Context: an optimization exercise on an open-source flow, tuned for small area, a short achievable clock period and few clock cycles. The choices shown serve that exercise and are no tape-out recipe.
Function was checked by simulation only, so behaviour that the tests miss may differ from the original.
Power figures rest on the tool's default switching activity, not on a simulated workload.

==> inputs of job 7665 <==
Design AYUMU, start of the top module:
module AYUMU(
	input CLK,
	input RST,
	input [31:0] INPUT,
	output [31:0] OUTPUT,
	output [15:0] IADDR,
	input [15:0] IDATA
);
export LEC_CHECK = 0
export CAP_MARGIN = 20
export CORE_MARGIN = 2
export CORE_UTILIZATION = 50
export CTS_CLUSTER_DIAMETER = 80
export CTS_CLUSTER_SIZE = 30
export SLEW_MARGIN = 20
create_clock -name core_clock -period 10.0 [get_ports {CLK}]
standard.sh (not shown) runs the stock make flow with config.mk's settings and CLKGATE_MAP_FILE= SYNTH_SCRIPT=/design/flow/synth_recipe.tcl, a recipe that flattens the netlist after the stock synthesis.
==> flow/flow/run.sh <==
#!/bin/bash
set -o pipefail
bash standard.sh SETUP_SLACK_MARGIN=6.4 \
	"BUFFER_PORTS_ARGS=-buffer_cell sky130_fd_sc_hd__buf_4" finish > standard.log 2>&1
==> job 847: changes against job 7665 <==
--- a/flow/design.v
+++ b/flow/design.v
@@ -51,19 +51,19 @@
 	input CIN,
 	input SUB,         
 	input USE_C,       
 	input SGN,         
 	input S_SUM, S_MUL, S_SHL, S_SHR, S_AND, S_OR, S_XOR, S_NOT,
 	input [8:0] P_S,
 	input [8:0] P_C,
+	input [8:0] P_D,
 	output [8:0] MUL_S,
 	output [8:0] MUL_C,
-	output [8:0] RES,
-	input C_EQ, C_NE, C_LT, C_GT, C_LE, C_GE,    
-	output reg CMP
+	output [8:0] MUL_D,
+	output [8:0] RES
 );
 wire [8:0] bx = SUB ? {1'b1, ~B} : {1'b0, B};
 wire cin = SUB ? ~(USE_C & CIN) : (USE_C & CIN);
 wire [8:0] sum;
 ADD9 ADD(.X({1'b0, A}), .Y(bx), .CI(cin), .S(sum));
 wire [8:0] ma = {SGN & A[7], A};
 wire [8:0] mb = {SGN & B[7], B};
@@ -80,59 +80,64 @@
 endfunction
 wire [17:0] l1a = csa(r[0], r[1], r[2]);
 wire [17:0] l1b = csa(r[3], r[4], r[5]);
 wire [17:0] l1c = csa(r[6], r[7], r[8]);
 wire [17:0] l2a = csa(l1a[8:0], l1a[17:9], l1b[8:0]);
 wire [17:0] l2b = csa(l1b[17:9], l1c[8:0], l1c[17:9]);
 wire [17:0] l3a = csa(l2a[8:0], l2a[17:9], l2b[8:0]);
-wire [17:0] l4a = csa(l3a[8:0], l3a[17:9], l2b[17:9]);
-assign MUL_S = l4a[8:0];
-assign MUL_C = l4a[17:9];
+assign MUL_S = l3a[8:0];
+assign MUL_C = l3a[17:9];
+assign MUL_D = l2b[17:9];
+wire [17:0] l4a = csa(P_S, P_C, P_D);
 wire [8:0] prod;
-ADD9 MADD(.X(P_S), .Y(P_C), .CI(1'b0), .S(prod));
+ADD9 MADD(.X(l4a[8:0]), .Y(l4a[17:9]), .CI(1'b0), .S(prod));
 wire [8:0] shl = {1'b0, A} << B;
 wire [8:0] shr = {1'b0, A} >> B;
 assign RES = ({9{S_SUM}} & sum)
            | ({9{S_MUL}} & prod)
            | ({9{S_SHL}} & shl)
            | ({9{S_SHR}} & shr)
            | ({9{S_AND}} & {1'b0, A & B})
            | ({9{S_OR}}  & {1'b0, A | B})
            | ({9{S_XOR}} & {1'b0, A ^ B})
            | ({9{S_NOT}} & {1'b1, ~A});
-wire eq = A == B;
-reg lt;
+endmodule
+module CMP8(
+	input [7:0] A,
+	input [7:0] B,
+	output EQ,
+	output reg LT
+);
+assign EQ = A == B;
 integer k;
 always @* begin
-	lt = 1'b0;    
+	LT = 1'b0;    
 	for (k = 0; k < 8; k = k + 1)
 		if (A[k] != B[k])
-			lt = B[k];
+			LT = B[k];
 end
-always @* CMP = (C_EQ & eq) | (C_NE & ~eq) | (C_LT & lt) | (C_GT & ~lt & ~eq)
-              | (C_LE & (lt | eq)) | (C_GE & ~lt);
 endmodule
 module MEM(
 	input CLK,
-	input WE,
 	input [15:0] HI,
+	input [15:0] HW,
 	input [15:0] LO,
 	input [7:0] D,
 	output [7:0] Q
 );
 wire [7:0] part [0:15];
 wire [7:0] grp [0:15];
 genvar j, i;
 generate
 	for (j = 0; j < 16; j = j + 1) begin : hi
 		wire [7:0] sel [0:15];
 		for (i = 0; i < 16; i = i + 1) begin : lo
 			reg [7:0] W;
 			always @(posedge CLK)
-				if (WE & HI[j] & LO[i])
+				if (HW[j] & LO[i])
 					W <= D;
 			assign sel[i] = W & {8{LO[i]}};
 		end
 		assign part[j] = sel[0] | sel[1] | sel[2] | sel[3] | sel[4] | sel[5] | sel[6] | sel[7]
 		               | sel[8] | sel[9] | sel[10] | sel[11] | sel[12] | sel[13] | sel[14] | sel[15];
 		assign grp[j] = part[j] & {8{HI[j]}};
 	end
@@ -222,24 +227,25 @@
 	output [15:0] IADDR,
 	input [15:0] IDATA
 );
 reg        RUN;       
 reg        HOLD;      
 reg        TAKE;      
 reg [15:0] NPC;       
-reg [15:0] PC;        
 reg        C_FLAG;
 reg        F_FLAG;
 reg        INSERV;    
-reg [15:0] SAVED_PC;
+reg [15:0] SAVED_PC;  
 reg [8:0]  P_S;       
 reg [8:0]  P_C;
+reg [8:0]  P_D;
 reg [7:0]  R   [0:15];
 reg [7:0]  IO  [0:3];
-reg [15:0] VEC [0:7];
+reg [15:0] VEC [0:7];    
+reg [7:0]  VSET;
 reg [1:0]  ICFG [0:3];    
 reg [6:0]  TCFG [0:3];    
 assign OUTPUT = {IO[3], IO[2], IO[1], IO[0]};
 assign IADDR = NPC;
 integer i;
 wire [15:0] w = IDATA;
 wire f_alui = w[15];
@@ -248,105 +254,121 @@
 wire f_cmp  = f_01 & (w[9:8] == 2'b01);
 wire f_io   = f_01 & (w[9:8] == 2'b10);
 wire f_mem  = f_01 & (w[9:8] == 2'b11);
 wire f_x1   = ~w[15] & ~w[14] & w[12];
 wire f_jmp  = f_x1 & (w[7:4] == 4'd0);
 wire f_not  = f_x1 & (w[7:4] == 4'd1);
 wire f_reti = f_x1 & (w[7:4] == 4'd2);
-wire [3:0] f_a  = f_alui ? w[11:8] : (f_io | f_not) ? w[3:0] : w[7:4];
+wire a_hi = w[15];
+wire a_lo = ~w[15] & (~w[14] | (w[9] & ~w[8]));
+wire [3:0] f_a  = a_hi ? w[11:8] : a_lo ? w[3:0] : w[7:4];
 wire [3:0] f_b  = w[3:0];
 wire [3:0] f_op = f_alui ? {1'b0, w[14:12]} : w[13:10];
 wire f_alu2 = f_alui | f_alur;    
 wire [15:0] f_opd = {16{f_alu2}} & (16'd1 << f_op);
 wire f_mul  = f_opd[2] | f_opd[8];
 wire f_jmpu = f_jmp & (w[9:8] == 2'b00);
 wire f_jmpc = f_jmp & (w[9:8] == 2'b01);
 wire f_ret  = f_reti | (f_jmp & (w[9:8] == 2'b10));
 wire f_vsel = w[3:0] != 4'd0;
 reg [15:0] A_OH;        
+reg [3:0]  A_IDX;       
 reg [7:0]  OPA;         
 reg [7:0]  OPB;         
 reg [15:0] M_HI;        
+reg [15:0] M_HW;        
 reg [15:0] M_LO;        
 reg        FWD_A, FWD_B;    
 reg [7:0]  LAST;        
 reg        S_SUM, S_MUL, S_SHL, S_SHR, S_AND, S_OR, S_XOR, S_NOT;
 reg        D_SUB, D_USEC, D_SGN;
 reg        C_EQ, C_NE, C_LT, C_GT, C_LE, C_GE;    
-reg        D_ALU, D_MEM, D_LD, D_IN, D_OUT, D_SETV, D_SETC;
+reg        D_ALU, D_LD, D_IN, D_OUT, D_SETV, D_SETC;
 reg        D_RETI, D_VSEL;
 reg [2:0]  D_K;         
 wire adv = RUN & ~HOLD;       
 wire exe = adv & ~TAKE;       
 wire reg_we = exe & (D_ALU | D_LD | D_IN);
 wire [7:0] wd;
 wire [15:0] PAIR = D_VSEL ? {R[14], R[15]} : {R[12], R[13]};
 wire [7:0] A = FWD_A ? LAST : OPA;
 wire [7:0] B = FWD_B ? LAST : OPB;
 wire [8:0] alu_res;
 wire       cmp_res;
 wire [8:0] mul_s;
 wire [8:0] mul_c;
+wire [8:0] mul_d;
 ALU ALU(.A(A), .B(B), .CIN(C_FLAG), .SUB(D_SUB), .USE_C(D_USEC), .SGN(D_SGN),
 	.S_SUM(S_SUM), .S_MUL(S_MUL), .S_SHL(S_SHL), .S_SHR(S_SHR), .S_AND(S_AND), .S_OR(S_OR),
-	.S_XOR(S_XOR), .S_NOT(S_NOT), .P_S(P_S), .P_C(P_C), .MUL_S(mul_s), .MUL_C(mul_c),
-	.RES(alu_res), .C_EQ(C_EQ), .C_NE(C_NE), .C_LT(C_LT), .C_GT(C_GT), .C_LE(C_LE), .C_GE(C_GE),
-	.CMP(cmp_res));
+	.S_XOR(S_XOR), .S_NOT(S_NOT), .P_S(P_S), .P_C(P_C), .P_D(P_D), .MUL_S(mul_s), .MUL_C(mul_c), .MUL_D(mul_d),
+	.RES(alu_res));
+wire eq_oo, lt_oo, eq_lo, lt_lo, eq_ol, lt_ol;
+CMP8 CMP_OO(.A(OPA), .B(OPB), .EQ(eq_oo), .LT(lt_oo));
+CMP8 CMP_LO(.A(LAST), .B(OPB), .EQ(eq_lo), .LT(lt_lo));
+CMP8 CMP_OL(.A(OPA), .B(LAST), .EQ(eq_ol), .LT(lt_ol));
+wire eq = FWD_A ? (FWD_B | eq_lo) : (FWD_B ? eq_ol : eq_oo);
+wire lt = FWD_A ? (~FWD_B & lt_lo) : (FWD_B ? lt_ol : lt_oo);
+assign cmp_res = (C_EQ & eq) | (C_NE & ~eq) | (C_LT & lt) | (C_GT & ~lt & ~eq)
+               | (C_LE & (lt | eq)) | (C_GE & ~lt);
 wire [7:0] mem_q;
-wire mem_we = exe & D_MEM & ~D_LD;
-MEM MEM(.CLK(CLK), .WE(mem_we), .HI(M_HI), .LO(M_LO), .D(A), .Q(mem_q));
+MEM MEM(.CLK(CLK), .HI(M_HI), .HW(M_HW), .LO(M_LO), .D(A), .Q(mem_q));
 wire [7:0] in_val = D_K[2] ? INPUT[D_K[1:0]*8 +: 8] : IO[D_K[1:0]];
-assign wd = alu_res[7:0] | ({8{D_LD}} & mem_q) | ({8{D_IN}} & in_val);
+assign wd = alu_res[7:0] | mem_q | ({8{D_IN}} & in_val);
 wire [7:0] REQ;
 wire [7:0] REQ_N;
 genvar g;
 generate
 	for (g = 0; g < 4; g = g + 1) begin : gen_in
 		INPUT_INT INPUT_INT(.CLK(CLK), .RST(RST), .EN(adv), .INPUT(INPUT[g*8 +: 8]), .CFG(ICFG[g]),
 			.INT_FLAG(REQ[g]), .INT_NEXT(REQ_N[g]));
 	end
 endgenerate
 TIMER_INT TIMER_INT(.CLK(CLK), .RST(RST), .EN(adv),
 	.CFG0(TCFG[0]), .CFG1(TCFG[1]), .CFG2(TCFG[2]), .CFG3(TCFG[3]),
 	.INT_FLAG(REQ[7:4]), .INT_NEXT(REQ_N[7:4]));
 wire insrv_n = (adv & TAKE) ? 1'b1 : (exe & D_RETI) ? 1'b0 : INSERV;
 wire f_n     = adv ? (exe & cmp_res) : F_FLAG;
-wire [15:0] saved_n = (adv & TAKE) ? PC : SAVED_PC;
 wire take_n  = (REQ_N != 8'd0) & ~insrv_n;
 reg [15:0] vsel;
 always @* begin
-	if (REQ[0])      vsel = VEC[0];
-	else if (REQ[1]) vsel = VEC[1];
-	else if (REQ[2]) vsel = VEC[2];
-	else if (REQ[3]) vsel = VEC[3];
-	else if (REQ[4]) vsel = VEC[4];
-	else if (REQ[5]) vsel = VEC[5];
-	else if (REQ[6]) vsel = VEC[6];
-	else             vsel = VEC[7];
+	if (REQ[0])      vsel = VSET[0] ? VEC[0] : 16'd0;
+	else if (REQ[1]) vsel = VSET[1] ? VEC[1] : 16'd0;
+	else if (REQ[2]) vsel = VSET[2] ? VEC[2] : 16'd0;
+	else if (REQ[3]) vsel = VSET[3] ? VEC[3] : 16'd0;
+	else if (REQ[4]) vsel = VSET[4] ? VEC[4] : 16'd0;
+	else if (REQ[5]) vsel = VSET[5] ? VEC[5] : 16'd0;
+	else if (REQ[6]) vsel = VSET[6] ? VEC[6] : 16'd0;
+	else             vsel = VSET[7] ? VEC[7] : 16'd0;
 end
-wire fwd_a_n = reg_we & A_OH[f_a];
-wire fwd_b_n = reg_we & A_OH[f_b];
+wire fwd_b_n = reg_we & (A_IDX == f_b);
 wire pair_wr = reg_we & (A_OH[12] | A_OH[13] | A_OH[14] | A_OH[15]);
 wire haz_n   = ~HOLD & (f_mul | ((f_jmpu | f_jmpc) & pair_wr) | (f_mem & fwd_b_n));
 wire hold_n  = ~HOLD & take_n | haz_n;
 wire [15:0] tgt_n = f_vsel ? {R[14], R[15]} : {R[12], R[13]};
 wire [15:0] npc_inc;
 INC16 INC(.X(NPC), .Y(npc_inc));
 wire [15:0] npc_base = (HOLD & TAKE) ? vsel :
                        haz_n ? NPC :
-                       f_ret ? saved_n : npc_inc;
+                       f_ret ? SAVED_PC : npc_inc;
 wire jmp_ok  = ~(HOLD & TAKE) & ~haz_n;
 wire jt_n    = jmp_ok & (f_jmpu | (f_jmpc & (adv ? exe & cmp_res : F_FLAG)));
 wire [15:0] npc_n = jt_n ? tgt_n : npc_base;
 wire [7:0] rb_n = R[f_b];
+wire [7:0] r74  = R[w[7:4]];
+wire [7:0] rbhi = R[w[11:8]];
+wire [7:0] ra_n = a_hi ? rbhi : a_lo ? rb_n : r74;
+wire fwd_a_n_p = a_hi ? (A_IDX == w[11:8]) : a_lo ? (A_IDX == w[3:0]) : (A_IDX == w[7:4]);
+wire fwd_a_n = reg_we & fwd_a_n_p;
 always @(posedge CLK) begin
 	A_OH   <= 16'd1 << f_a;
-	OPA    <= R[f_a];
+	A_IDX  <= f_a;
+	OPA    <= ra_n;
 	OPB    <= f_alui ? w[7:0] : rb_n;
-	M_HI   <= 16'd1 << rb_n[7:4];
+	M_HI   <= {16{f_mem & w[10]}} & (16'd1 << rb_n[7:4]);
+	M_HW   <= {16{f_mem & ~w[10] & ~hold_n & ~take_n & ~RST}} & (16'd1 << rb_n[7:4]);
 	M_LO   <= 16'd1 << rb_n[3:0];
 	FWD_A  <= fwd_a_n;
 	FWD_B  <= ~f_alui & fwd_b_n;
 	LAST   <= wd;
 	S_SUM  <= f_opd[0] | f_opd[1] | f_opd[9] | f_opd[10];
 	S_MUL  <= f_mul;
 	S_SHL  <= f_opd[3];
@@ -361,70 +383,71 @@
 	C_EQ   <= f_cmp & (w[13:10] == 4'd0);
 	C_NE   <= f_cmp & (w[13:10] == 4'd1);
 	C_LT   <= f_cmp & (w[13:10] == 4'd2);
 	C_GT   <= f_cmp & (w[13:10] == 4'd3);
 	C_LE   <= f_cmp & (w[13:10] == 4'd4);
 	C_GE   <= f_cmp & (w[13:10] == 4'd5);
 	D_ALU  <= f_alu2 | f_not;
-	D_MEM  <= f_mem;
 	D_LD   <= f_mem & w[10];
 	D_IN   <= f_io & (w[13:12] == 2'b00) & w[11];
 	D_OUT  <= f_io & (w[13:12] == 2'b00) & ~w[11] & ~w[6];
 	D_SETV <= f_io & (w[13:12] == 2'b01);
 	D_SETC <= f_io & (w[13:12] == 2'b10);
 	D_RETI <= f_ret;
 	D_VSEL <= f_vsel;
 	D_K    <= w[6:4];
 end
 always @(posedge CLK) begin
+	if (exe & D_SETV)
+		VEC[D_K] <= PAIR;
+end
+always @(posedge CLK) begin
 	if (RUN & HOLD) begin
 		P_S <= mul_s;
 		P_C <= mul_c;
+		P_D <= mul_d;
 	end
 end
 always @(posedge CLK) begin
 	if (RST) begin
 		RUN <= 1'b0;
 		HOLD <= 1'b0;
 		TAKE <= 1'b0;
 		NPC <= 16'd0;
-		PC <= 16'd0;
 		C_FLAG <= 1'b0;
 		F_FLAG <= 1'b0;
 		INSERV <= 1'b0;
 		SAVED_PC <= 16'd0;
 		for (i = 0; i < 16; i = i + 1)
 			R[i] <= 8'd0;
 		for (i = 0; i < 4; i = i + 1) begin
 			IO[i] <= 8'd0;
 			ICFG[i] <= 2'd0;
 			TCFG[i] <= 7'd0;
 		end
-		for (i = 0; i < 8; i = i + 1)
-			VEC[i] <= 16'd0;
+		VSET <= 8'd0;
 	end
 	else begin
 		RUN <= 1'b1;
 		HOLD <= hold_n;
 		TAKE <= take_n;
 		NPC <= npc_n;
-		if (~(HOLD & TAKE))
-			PC <= NPC;
 		INSERV <= insrv_n;
 		F_FLAG <= f_n;
-		SAVED_PC <= saved_n;
+		if (~HOLD & take_n)
+			SAVED_PC <= NPC;
 		if (adv)
 			C_FLAG <= exe & alu_res[8];
 		for (i = 0; i < 16; i = i + 1)
 			if (reg_we & A_OH[i])
 				R[i] <= wd;
 		if (exe & D_OUT)
 			IO[D_K[1:0]] <= A;
 		if (exe & D_SETV)
-			VEC[D_K] <= PAIR;
+			VSET[D_K] <= 1'b1;
 		if (exe & D_SETC) begin
 			if (D_K[2]) TCFG[D_K[1:0]] <= {A[7:2], A[0]};
 			else ICFG[D_K[1:0]] <= A[1:0];
 		end
 	end
 end
 endmodule
==> flow/flow/run.sh (replaced) <==
#!/bin/bash
set -o pipefail
bash standard.sh SETUP_SLACK_MARGIN=6.3 \
	"BUFFER_PORTS_ARGS=-buffer_cell sky130_fd_sc_hd__buf_4" finish > standard.log 2>&1
Settings changed: CTS_CLUSTER_DIAMETER 80 to 70, CTS_CLUSTER_SIZE 30 to 25.
==> summary.txt <==
item	job 7665	job 847
Routed via count	67600	68400
Share of power burned in the clock network	31.6%	32.3%
Peak Freq	261 MHz	236 MHz
Worst hold-check slack	0.454 ns	0.460 ns
Final setup margin	6.16 ns	5.77 ns
Number of standard cells in the final layout excluding fillers	9884	10100
Slack of the worst reg-to-reg path	6.16 ns	5.77 ns
Number of buffers other than clock buffers in the final layout	477	416
Cell area after synthesis	103000 µm²	105000 µm²
Synth Net Count	7147	7243
Proportion of synthesized chip area in sequential cells	72.9%	71.6%
Run status	finished clean	finished clean
Comb. pwr	2.03 mW	2.10 mW
Largest net degree at the start of global routing	213	237
Die Outline Area	209000 µm²	214000 µm²
Routed length on met1	134 mm	141 mm
Testbench counts of job 7665, summed over its fixed seeds: cycles 152,112.
Testbench counts of job 847, summed over its fixed seeds: cycles 152,112.

what the ideal ports hide:
In the flow no input, the clock included, has a driving cell. The finished layouts below were timed again as built, in two steps.
Step 1, drivers: a clkbuf_16 drives CLK and a buf_2 each remaining input, both assumed.
Step 2 also shifts input and output timing later by t, the mid clock arrival at the registers, as if the neighbouring blocks saw the same clock.
a / b / c = no drivers / after step 1 / after step 2; a / b = the first two.
run | t (ns) | setup WS [ns] | worst setup path at the end | worst register clock-pin slew, ns | cell pins on the clock port's net
job 7665 | 0.912 | 6.165 / 6.165 / 5.438 | input to register | 0.12 / 0.12 | 1
job 847 | 0.919 | 5.770 / 5.770 / 5.245 | input to register | 0.10 / 0.10 | 1
After both steps setup and hold are still met in every run listed. For job 7665, which loses most, drivers alone change the setup slack by 0.000 ns; drivers and shift together by -0.727 ns.
